Background: an optimization exercise with open tools, aiming at small area. Do not read the settings as production practice. Where RTL was checked, it was by simulation tests only, not by an equivalence proof against the original. Power figures rest on the tool's default switching activity, not on a simulated workload.

==> inputs of run F <==
==> flow/design.v <==
module updowncounter(A0, A1, ncs, nwr, nrd, clk, rst, start, din, dout, dout_oe, err, cout, dir, ec);
	input ncs, nwr, nrd, A0, A1, clk, rst, start;
	input [7:0] din;
	output [7:0] dout;
	output dout_oe;
	output reg [7:0] cout;
	output reg dir;
	output err;
	output reg ec;
	reg [7:0] plr, ulr, llr, ccr, inc_cc;
	reg out1, start_pos_hold;
	wire wr = ~ncs & ~nwr & nrd;
	wire [7:0] dz = din & {8{~rst}};
	wire [7:0] d1 = din | {8{rst}};
	always @(posedge clk) begin
		if (rst | (wr & ~A1 & ~A0)) plr <= dz;
		if (rst | (wr & ~A1 &  A0)) ulr <= d1;
		if (rst | (wr &  A1 & ~A0)) llr <= dz;
		if (rst | (wr &  A1 &  A0)) ccr <= dz;
	end
	assign dout_oe = ~ncs & nwr & ~nrd;
	assign dout = A0 ? (A1 ? ccr : llr) : (A1 ? ulr : plr);
	wire [8:0] cinc = {1'b0, cout} + 9'd1;    
	wire [8:0] cdec = {1'b0, cout} - 9'd1;    
	wire [8:0] iinc = {1'b0, inc_cc} + 9'd1;
	wire pl_eq_ll = (plr == llr);
	wire pl_eq_ul = (plr == ulr);
	wire all_eq = pl_eq_ll & pl_eq_ul;
	wire all_zero = ~|{plr, llr, ulr};
	wire e3 = (cout == plr);                  
	wire e4 = (cdec == {1'b0, plr});          
	wire e5 = (cinc == {1'b0, plr});          
	wire e8 = (cdec == {1'b0, llr});          
	wire e9 = (cinc == {1'b0, ulr});          
	wire ccr_zero = ~|ccr;
	wire e10 = (ccr == inc_cc);
	wire last = (iinc == {1'b0, ccr});        
	assign err = (plr < llr) | (plr > ulr);
	wire start_posedge = start & ~out1;
	wire x = dir ? e5 : (pl_eq_ll & ((pl_eq_ul & e3) | e4));
	always @(posedge clk) begin
		if (rst) out1 <= 1'b0; else out1 <= start;
	end
	wire up = dir & (~start | pl_eq_ll);
	wire hold_eq = ~dir & ~start & all_eq;
	wire hold_ec = ec & e10 & ~up & ~(~dir & e3);
	wire cout_load = ~start_pos_hold & start;
	wire cout_step = start_pos_hold & ~(ccr_zero | hold_eq | hold_ec);
	wire [7:0] cstep = up ? cinc[7:0] : cdec[7:0];
	always @(posedge clk) begin
		if (rst | (~err & (cout_load | cout_step)))
			cout <= rst ? 8'h00 : (start_pos_hold ? cstep : plr);
	end
	always @(posedge clk) begin
		if (rst | err | ccr_zero | ec) start_pos_hold <= 1'b0;
		else if (last & ~dir & ~(all_eq & e3) & pl_eq_ul & e4) start_pos_hold <= 1'b1;
		else if (last & x) start_pos_hold <= 1'b0;
		else if (start_posedge) start_pos_hold <= 1'b1;
	end
	wire dir1_next = (all_eq & e3) | (~(pl_eq_ul & start) & ~e9 & (e8 | ~all_zero));
	wire dir0_next = e9 ? ((pl_eq_ll & e4) | (e3 & e8) | (pl_eq_ul & e8) | (pl_eq_ll & start))
	                    : ((pl_eq_ll & e4) | e8);
	always @(posedge clk) begin
		if (rst) dir <= 1'b1;
		else dir <= dir ? dir1_next : dir0_next;
	end
	always @(posedge clk) begin
		if (rst | ec | (start_pos_hold & x))
			inc_cc <= (rst | ec) ? 8'h00 : iinc[7:0];
	end
	always @(posedge clk) begin
		if (rst) ec <= 1'b0;
		else ec <= last & x;
	end
endmodule
==> flow/flow/run.sh <==
#!/bin/bash
set -euo pipefail
H=$PWD
sed -e "s#SYNTH_SCRIPT=[^ ]*#SYNTH_SCRIPT=$H/flow/my_synth.tcl#" standard.sh > my_standard.sh
cat >> config.mk <<EOF
export BUFFER_PORTS_ARGS = -buffer_cell sky130_fd_sc_hd__buf_1
export CTS_ARGS = -sink_clustering_enable -repair_clock_nets -dont_use_dummy_load
EOF
export MYABC=$H/flow/area.abc
bash my_standard.sh > make.log 2>&1
==> flow/flow/area.abc <==
strash
dch -f
amap
topo
==> flow/flow/my_synth.tcl <==
proc synth {args} { yosys synth -nofsm -noshare {*}$args }
proc abc {args} {
  if {[info exists ::env(MYABC)]} {
    set i [lsearch $args -script]
    set args [lreplace $args [expr {$i+1}] [expr {$i+1}] $::env(MYABC)]
    set j [lsearch $args -D]
    if {$j >= 0} { set args [lreplace $args $j [expr {$j+1}]] }
  }
  puts "MYABC: abc $args"
  yosys abc {*}$args
}
source $::env(SCRIPTS_DIR)/synth.tcl
# left out here: clear keep_hierarchy, flatten, clean up, hide names made inside functions, write 1_2_yosys.v
==> flow/standard.sh <==
#!/bin/bash
# synth_recipe.tcl (not shown) runs the flow's synth.tcl, then flattens the netlist and writes it again
# the make line also repeats each setting of config.mk as NAME=value (left out here)
make -C /OpenROAD-flow-scripts/flow DESIGN_CONFIG=/design/flow/config.mk WORK_HOME=/design/flow/orfs CLKGATE_MAP_FILE= SYNTH_SCRIPT=/design/flow/synth_recipe.tcl "${@:-finish}"
==> flow/config.mk <==
export PLATFORM = sky130hd
export DESIGN_NAME = updowncounter
export DESIGN_NICKNAME = updowncounter
export VERILOG_FILES = /design/flow/design.v
export SDC_FILE = /design/flow/constraint.sdc
export NUM_CORES = 4
export LEC_CHECK = 0
export CAP_MARGIN = 20
export CORE_MARGIN = 2
export CORE_UTILIZATION = 40
export SLEW_MARGIN = 20
export BUFFER_PORTS_ARGS = -buffer_cell sky130_fd_sc_hd__buf_1
export CTS_ARGS = -sink_clustering_enable -repair_clock_nets -dont_use_dummy_load
==> flow/constraint.sdc <==
create_clock -name core_clock -period 5.0 [get_ports {clk}]
set_input_delay 1.0000 -clock core_clock [delete_from_list [all_inputs] [get_ports {clk}]]
set_output_delay 1.0000 -clock core_clock [all_outputs]
set_load 0.01 [all_outputs]
==> run A: changes against run F <==
==> flow/design.v, changed modules only <==
module updowncounter(A0, A1, ncs, nwr, nrd, clk, rst, start, din, dout, dout_oe, err, cout, dir, ec);
	input ncs, nwr, nrd, A0, A1, clk, rst, start;
	input [7:0] din;
	output [7:0] dout;
	output dout_oe;
	output reg [7:0] cout;
	output reg dir;
	output err;
	output reg ec;
	reg [7:0] plr, ulr, llr, ccr, inc_cc;
	reg out1, start_pos_hold;
	function [8:0] inc9;             
		input [7:0] a;
		integer i;
		reg c;
		begin
			c = 1'b1;
			for (i = 0; i < 8; i = i + 1) begin
				inc9[i] = a[i] ^ c;
				c = c & a[i];
			end
			inc9[8] = c;
		end
	endfunction
	function [8:0] dec9;             
		input [7:0] a;
		integer i;
		reg b;
		begin
			b = 1'b1;
			for (i = 0; i < 8; i = i + 1) begin
				dec9[i] = a[i] ^ b;
				b = b & ~a[i];
			end
			dec9[8] = b;
		end
	endfunction
	function lt8;                    
		input [7:0] a, b;
		integer i;
		reg l;
		begin
			l = 1'b0;
			for (i = 0; i < 8; i = i + 1)
				l = (~a[i] & b[i]) | (~(a[i] ^ b[i]) & l);
			lt8 = l;
		end
	endfunction
	wire wr = ~ncs & ~nwr & nrd;
	wire [7:0] dz = din & {8{~rst}};
	wire [7:0] d1 = din | {8{rst}};
	always @(posedge clk) begin
		if (rst | (wr & ~A1 & ~A0)) plr <= dz;
		if (rst | (wr & ~A1 &  A0)) ulr <= d1;
		if (rst | (wr &  A1 & ~A0)) llr <= dz;
		if (rst | (wr &  A1 &  A0)) ccr <= dz;
	end
	assign dout_oe = ~ncs & nwr & ~nrd;
	assign dout = A0 ? (A1 ? ccr : llr) : (A1 ? ulr : plr);
	wire [8:0] cinc = inc9(cout);    
	wire [8:0] cdec = dec9(cout);    
	wire [8:0] iinc = inc9(inc_cc);
	wire pl_eq_ll = (plr == llr);
	wire pl_eq_ul = (plr == ulr);
	wire all_eq = pl_eq_ll & pl_eq_ul;
	wire all_zero = ~|plr & all_eq;
	wire e3 = (cout == plr);                         
	wire e4 = ~cdec[8] & (cdec[7:0] == plr);         
	wire e5 = ~cinc[8] & (cinc[7:0] == plr);         
	wire e8 = ~cdec[8] & (cdec[7:0] == llr);         
	wire e9 = ~cinc[8] & (cinc[7:0] == ulr);         
	wire ccr_zero = ~|ccr;
	wire e10 = (ccr == inc_cc);
	wire last = ~iinc[8] & (iinc[7:0] == ccr);       
	assign err = lt8(plr, llr) | lt8(ulr, plr);
	wire start_posedge = start & ~out1;
	wire x = dir ? e5 : (pl_eq_ll & ((pl_eq_ul & e3) | e4));
	always @(posedge clk) begin
		if (rst) out1 <= 1'b0; else out1 <= start;
	end
	wire up = dir & (~start | pl_eq_ll);
	wire hold_eq = ~dir & ~start & all_eq;
	wire hold_ec = ec & e10 & ~up & ~(~dir & e3);
	wire cout_load = ~start_pos_hold & start;
	wire cout_step = start_pos_hold & ~(ccr_zero | hold_eq | hold_ec);
	wire [7:0] cstep = up ? cinc[7:0] : cdec[7:0];
	wire cchg = ~err & (cout_load | cout_step);
	always @(posedge clk) begin
		if (rst) cout <= 8'h00;
		else cout <= (cout & ~{8{cchg}}) | ((start_pos_hold ? cstep : plr) & {8{cchg}});
	end
	always @(posedge clk) begin
		if (rst | err | ccr_zero | ec) start_pos_hold <= 1'b0;
		else if (last & ~dir & ~(all_eq & e3) & pl_eq_ul & e4) start_pos_hold <= 1'b1;
		else if (last & x) start_pos_hold <= 1'b0;
		else if (start_posedge) start_pos_hold <= 1'b1;
	end
	wire dir1_next = (all_eq & e3) | (~(pl_eq_ul & start) & ~e9 & (e8 | ~all_zero));
	wire dir0_next = e9 ? ((pl_eq_ll & e4) | (e3 & e8) | (pl_eq_ul & e8) | (pl_eq_ll & start))
	                    : ((pl_eq_ll & e4) | e8);
	always @(posedge clk) begin
		if (rst) dir <= 1'b1;
		else dir <= dir ? dir1_next : dir0_next;
	end
	always @(posedge clk) begin
		if (rst | ec) inc_cc <= 8'h00;
		else inc_cc <= inc_cc ^ (iinc[7:0] ^ inc_cc) & {8{start_pos_hold & x}};
	end
	always @(posedge clk) begin
		if (rst) ec <= 1'b0;
		else ec <= last & x;
	end
endmodule
==> flow/flow/run.sh (replaced) <==
#!/bin/bash
set -euo pipefail
H=$PWD
sed -e "s#SYNTH_SCRIPT=[^ ]*#SYNTH_SCRIPT=$H/flow/my_synth.tcl ADDER_MAP_FILE=#" standard.sh > my_standard.sh
echo "export BUFFER_PORTS_ARGS = -buffer_cell sky130_fd_sc_hd__buf_1" >> config.mk
if [[ -f flow/extra.mk ]]; then cat flow/extra.mk >> config.mk; fi
export MYABC=$H/flow/area.abc
bash my_standard.sh > make.log 2>&1
==> flow/flow/area.abc (replaced) <==
strash
&get -n
&deepsyn -T 30
&put
dch -f
amap
topo
==> flow/flow/extra.mk (new file) <==
export CTS_ARGS = -sink_clustering_enable -repair_clock_nets -dont_use_dummy_load
==> flow/config.mk (replaced) <==
export PLATFORM = sky130hd
export DESIGN_NAME = updowncounter
export DESIGN_NICKNAME = updowncounter
export VERILOG_FILES = /design/flow/design.v
export SDC_FILE = /design/flow/constraint.sdc
export NUM_CORES = 4
export LEC_CHECK = 0
export CAP_MARGIN = 0
export CORE_MARGIN = 2
export CORE_UTILIZATION = 60
export GPL_TIMING_DRIVEN = 0
export SLEW_MARGIN = 0
export BUFFER_PORTS_ARGS = -buffer_cell sky130_fd_sc_hd__buf_1
export CTS_ARGS = -sink_clustering_enable -repair_clock_nets -dont_use_dummy_load
==> run E: changes against run F <==
==> flow/design.v, changed modules only <==
module updowncounter(A0, A1, ncs, nwr, nrd, clk, rst, start, din, dout, dout_oe, err, cout, dir, ec);
	input ncs, nwr, nrd, A0, A1, clk, rst, start;
	input [7:0] din;
	output [7:0] dout;
	output dout_oe;
	output reg [7:0] cout;
	output reg dir;
	output err;
	output reg ec;
	reg [7:0] plr, ulr, llr, ccr, inc_cc;
	reg out1, start_pos_hold;
	function [8:0] inc9;             
		input [7:0] a;
		integer i;
		reg c;
		begin
			c = 1'b1;
			for (i = 0; i < 8; i = i + 1) begin
				inc9[i] = a[i] ^ c;
				c = c & a[i];
			end
			inc9[8] = c;
		end
	endfunction
	function [8:0] dec9;             
		input [7:0] a;
		integer i;
		reg b;
		begin
			b = 1'b1;
			for (i = 0; i < 8; i = i + 1) begin
				dec9[i] = a[i] ^ b;
				b = b & ~a[i];
			end
			dec9[8] = b;
		end
	endfunction
	function lt8;                    
		input [7:0] a, b;
		integer i;
		reg l;
		begin
			l = 1'b0;
			for (i = 0; i < 8; i = i + 1)
				l = (~a[i] & b[i]) | (~(a[i] ^ b[i]) & l);
			lt8 = l;
		end
	endfunction
	wire wr = ~ncs & ~nwr & nrd;
	wire [7:0] dz = din & {8{~rst}};
	wire [7:0] d1 = din | {8{rst}};
	always @(posedge clk) begin
		if (rst | (wr & ~A1 & ~A0)) plr <= dz;
		if (rst | (wr & ~A1 &  A0)) ulr <= d1;
		if (rst | (wr &  A1 & ~A0)) llr <= dz;
		if (rst | (wr &  A1 &  A0)) ccr <= dz;
	end
	assign dout_oe = ~ncs & nwr & ~nrd;
	assign dout = A0 ? (A1 ? ccr : llr) : (A1 ? ulr : plr);
	wire [8:0] cinc = inc9(cout);    
	wire [8:0] cdec = dec9(cout);    
	wire [8:0] iinc = inc9(inc_cc);
	wire pl_eq_ll = (plr == llr);
	wire pl_eq_ul = (plr == ulr);
	wire all_eq = pl_eq_ll & pl_eq_ul;
	wire all_zero = ~|{plr, llr, ulr};
	wire e3 = (cout == plr);                         
	wire e4 = ~cdec[8] & (cdec[7:0] == plr);         
	wire e5 = ~cinc[8] & (cinc[7:0] == plr);         
	wire e8 = ~cdec[8] & (cdec[7:0] == llr);         
	wire e9 = ~cinc[8] & (cinc[7:0] == ulr);         
	wire ccr_zero = ~|ccr;
	wire e10 = (ccr == inc_cc);
	wire last = ~iinc[8] & (iinc[7:0] == ccr);       
	assign err = lt8(plr, llr) | lt8(ulr, plr);
	wire start_posedge = start & ~out1;
	wire x = dir ? e5 : (pl_eq_ll & ((pl_eq_ul & e3) | e4));
	always @(posedge clk) begin
		if (rst) out1 <= 1'b0; else out1 <= start;
	end
	wire up = dir & (~start | pl_eq_ll);
	wire hold_eq = ~dir & ~start & all_eq;
	wire hold_ec = ec & e10 & ~up & ~(~dir & e3);
	wire cout_load = ~start_pos_hold & start;
	wire cout_step = start_pos_hold & ~(ccr_zero | hold_eq | hold_ec);
	wire [7:0] cstep = up ? cinc[7:0] : cdec[7:0];
	always @(posedge clk) begin
		if (rst | (~err & (cout_load | cout_step)))
			cout <= rst ? 8'h00 : (start_pos_hold ? cstep : plr);
	end
	always @(posedge clk) begin
		if (rst | err | ccr_zero | ec) start_pos_hold <= 1'b0;
		else if (last & ~dir & ~(all_eq & e3) & pl_eq_ul & e4) start_pos_hold <= 1'b1;
		else if (last & x) start_pos_hold <= 1'b0;
		else if (start_posedge) start_pos_hold <= 1'b1;
	end
	wire dir1_next = (all_eq & e3) | (~(pl_eq_ul & start) & ~e9 & (e8 | ~all_zero));
	wire dir0_next = e9 ? ((pl_eq_ll & e4) | (e3 & e8) | (pl_eq_ul & e8) | (pl_eq_ll & start))
	                    : ((pl_eq_ll & e4) | e8);
	always @(posedge clk) begin
		if (rst) dir <= 1'b1;
		else dir <= dir ? dir1_next : dir0_next;
	end
	always @(posedge clk) begin
		if (rst | ec | (start_pos_hold & x))
			inc_cc <= (rst | ec) ? 8'h00 : iinc[7:0];
	end
	always @(posedge clk) begin
		if (rst) ec <= 1'b0;
		else ec <= last & x;
	end
endmodule
==> flow/flow/run.sh (replaced) <==
#!/bin/bash
set -euo pipefail
H=$PWD
sed -e "s#SYNTH_SCRIPT=[^ ]*#SYNTH_SCRIPT=$H/flow/my_synth.tcl ADDER_MAP_FILE=#" standard.sh > my_standard.sh
echo "export BUFFER_PORTS_ARGS = -buffer_cell sky130_fd_sc_hd__buf_1" >> config.mk
if [[ -f flow/extra.mk ]]; then cat flow/extra.mk >> config.mk; fi
export MYABC=$H/flow/area.abc
bash my_standard.sh > make.log 2>&1
==> flow/flow/area.abc (replaced) <==
strash
dch -f
amap
strash
dch -f
amap
topo
==> flow/flow/extra.mk (new file) <==
export CTS_ARGS = -sink_clustering_enable -repair_clock_nets -dont_use_dummy_load
--- a/flow/config.mk
+++ b/flow/config.mk
@@ -5,9 +5,10 @@
 export SDC_FILE = /design/flow/constraint.sdc
 export NUM_CORES = 4
 export LEC_CHECK = 0
-export CAP_MARGIN = 20
+export CAP_MARGIN = 0
 export CORE_MARGIN = 2
 export CORE_UTILIZATION = 40
-export SLEW_MARGIN = 20
+export GPL_TIMING_DRIVEN = 0
+export SLEW_MARGIN = 0
 export BUFFER_PORTS_ARGS = -buffer_cell sky130_fd_sc_hd__buf_1
 export CTS_ARGS = -sink_clustering_enable -repair_clock_nets -dont_use_dummy_load
==> notes <==
Between run A and run E, the lower via count is in run E (gap 4.8%, measured against run E).
Sequential share of layout area: run A is higher than run F (0.061 points).
Between run E and run F, the lower clock skew is in run F (gap 14 ps).
Between run A and run F, the lower sequential power is in run A (gap 7.6%, measured against run F).
Synthesized cell count: run E < run A < run F.
Run E completed with no timing, DRC or antenna violations. Run F went through all stages and came out clean. Run A went through all stages and came out clean.
In run A the clock power is lower than in run F, by about 3%.
Core utilization, lowest first: run E, run F, run A.
Final cell count, highest first: run F, run E, run A.
In critical path depth, run A and run E do not differ.
Between run E and run F, the lower area after synthesis is in run E (gap 6.4%, measured against run F).
==> figures <==
Sw Pwr: run F 0.0004036 W; run E 0.0003658 W; run A 0.0003568 W
GR Layer Usage met2: run F 34.01%; run E 36.66%; run A 57.13%
Worst hold slack across all endpoints: run F 650.9 ps; run E 637.8 ps; run A 488.8 ps
Met1 Track Usage GR: run F 31.19%; run E 32.00%; run A 43.93%
Worst reg2reg startpoint: run F cout[0]; run E cout[0]; run A plr[4]
Filler Cell Count: run F 854; run E 824; run A 434
Width of the chip: run F 98.65 µm; run E 95.56 µm; run A 77.56 µm
Post-Place Cells: run F 571; run E 548; run A 523
Multi-In Gates: run F 280; run E 282; run A 295
Worst stage delay on the critical path: run F 580 ps; run E 640 ps; run A 680 ps
Area fraction in compound gates after synthesis: run F 25.87%; run E 28.13%; run A 30.52%
Netlist cell types: run F 33; run E 28; run A 36
Outcome: run F no timing/DRC/antenna violations; run E no timing/DRC/antenna violations; run A no timing/DRC/antenna violations
Average wire per standard cell: run F 18.35 µm; run E 17.89 µm; run A 18.27 µm
Final HPWL DP: run F 8262 µm; run E 7509 µm; run A 7593 µm
Synthesized area divided by synthesized cell count: run F 8.492 µm²; run E 8.219 µm²; run A 7.768 µm²
Number of global-route vias before repair: run F 3191; run E 3084; run A 3126
Clk Latency, worst-skew pair: run F 320 ps; run E 310 ps; run A 310 ps
Post-Synth Simple-Gate Area: run F 15.61%; run E 18.21%; run A 19.34%
Most common cell after layout, fill and taps aside: run F clkinv_1; run E nor2_1; run A nor2_1
Worst-case headroom to the max-slew limit: run F 29.37%; run E 10.90%; run A 13.61%
Function not checked in run A: the RTL went through the layout flow alone.

static timing again, ports no longer ideal:
In the flow no input, the clock included, has a driving cell. The finished layouts below were timed again as built, in two steps.
Step 1, drivers: a clkbuf_16 drives clk and a buf_2 each remaining input, both assumed.
Step 2 adds t to the input delays and takes it off the output delays; t is the mean of the earliest and latest rising clock arrival at the registers after step 1. Input paths then give back, and output paths get back, about the clock's delay inside the block.
Three values: no drivers, after step 1, after step 2; two values: the first two.
run | t (ns) | slack for setup (ns) | slew at the worst register clock pin (ns) | worst data-port slew with drivers (ns) | cell pins on the clock port's net
run F | 0.341 | 0.845 / 0.845 / 0.845 | 0.11 / 0.11 | 0.03 | 1
run A | 0.333 | 0.492 / 0.492 / 0.492 | 0.10 / 0.10 | 0.03 | 1
run E | 0.332 | 0.869 / 0.869 / 0.869 | 0.11 / 0.11 | 0.05 | 1
After both steps every run listed still meets setup and hold.
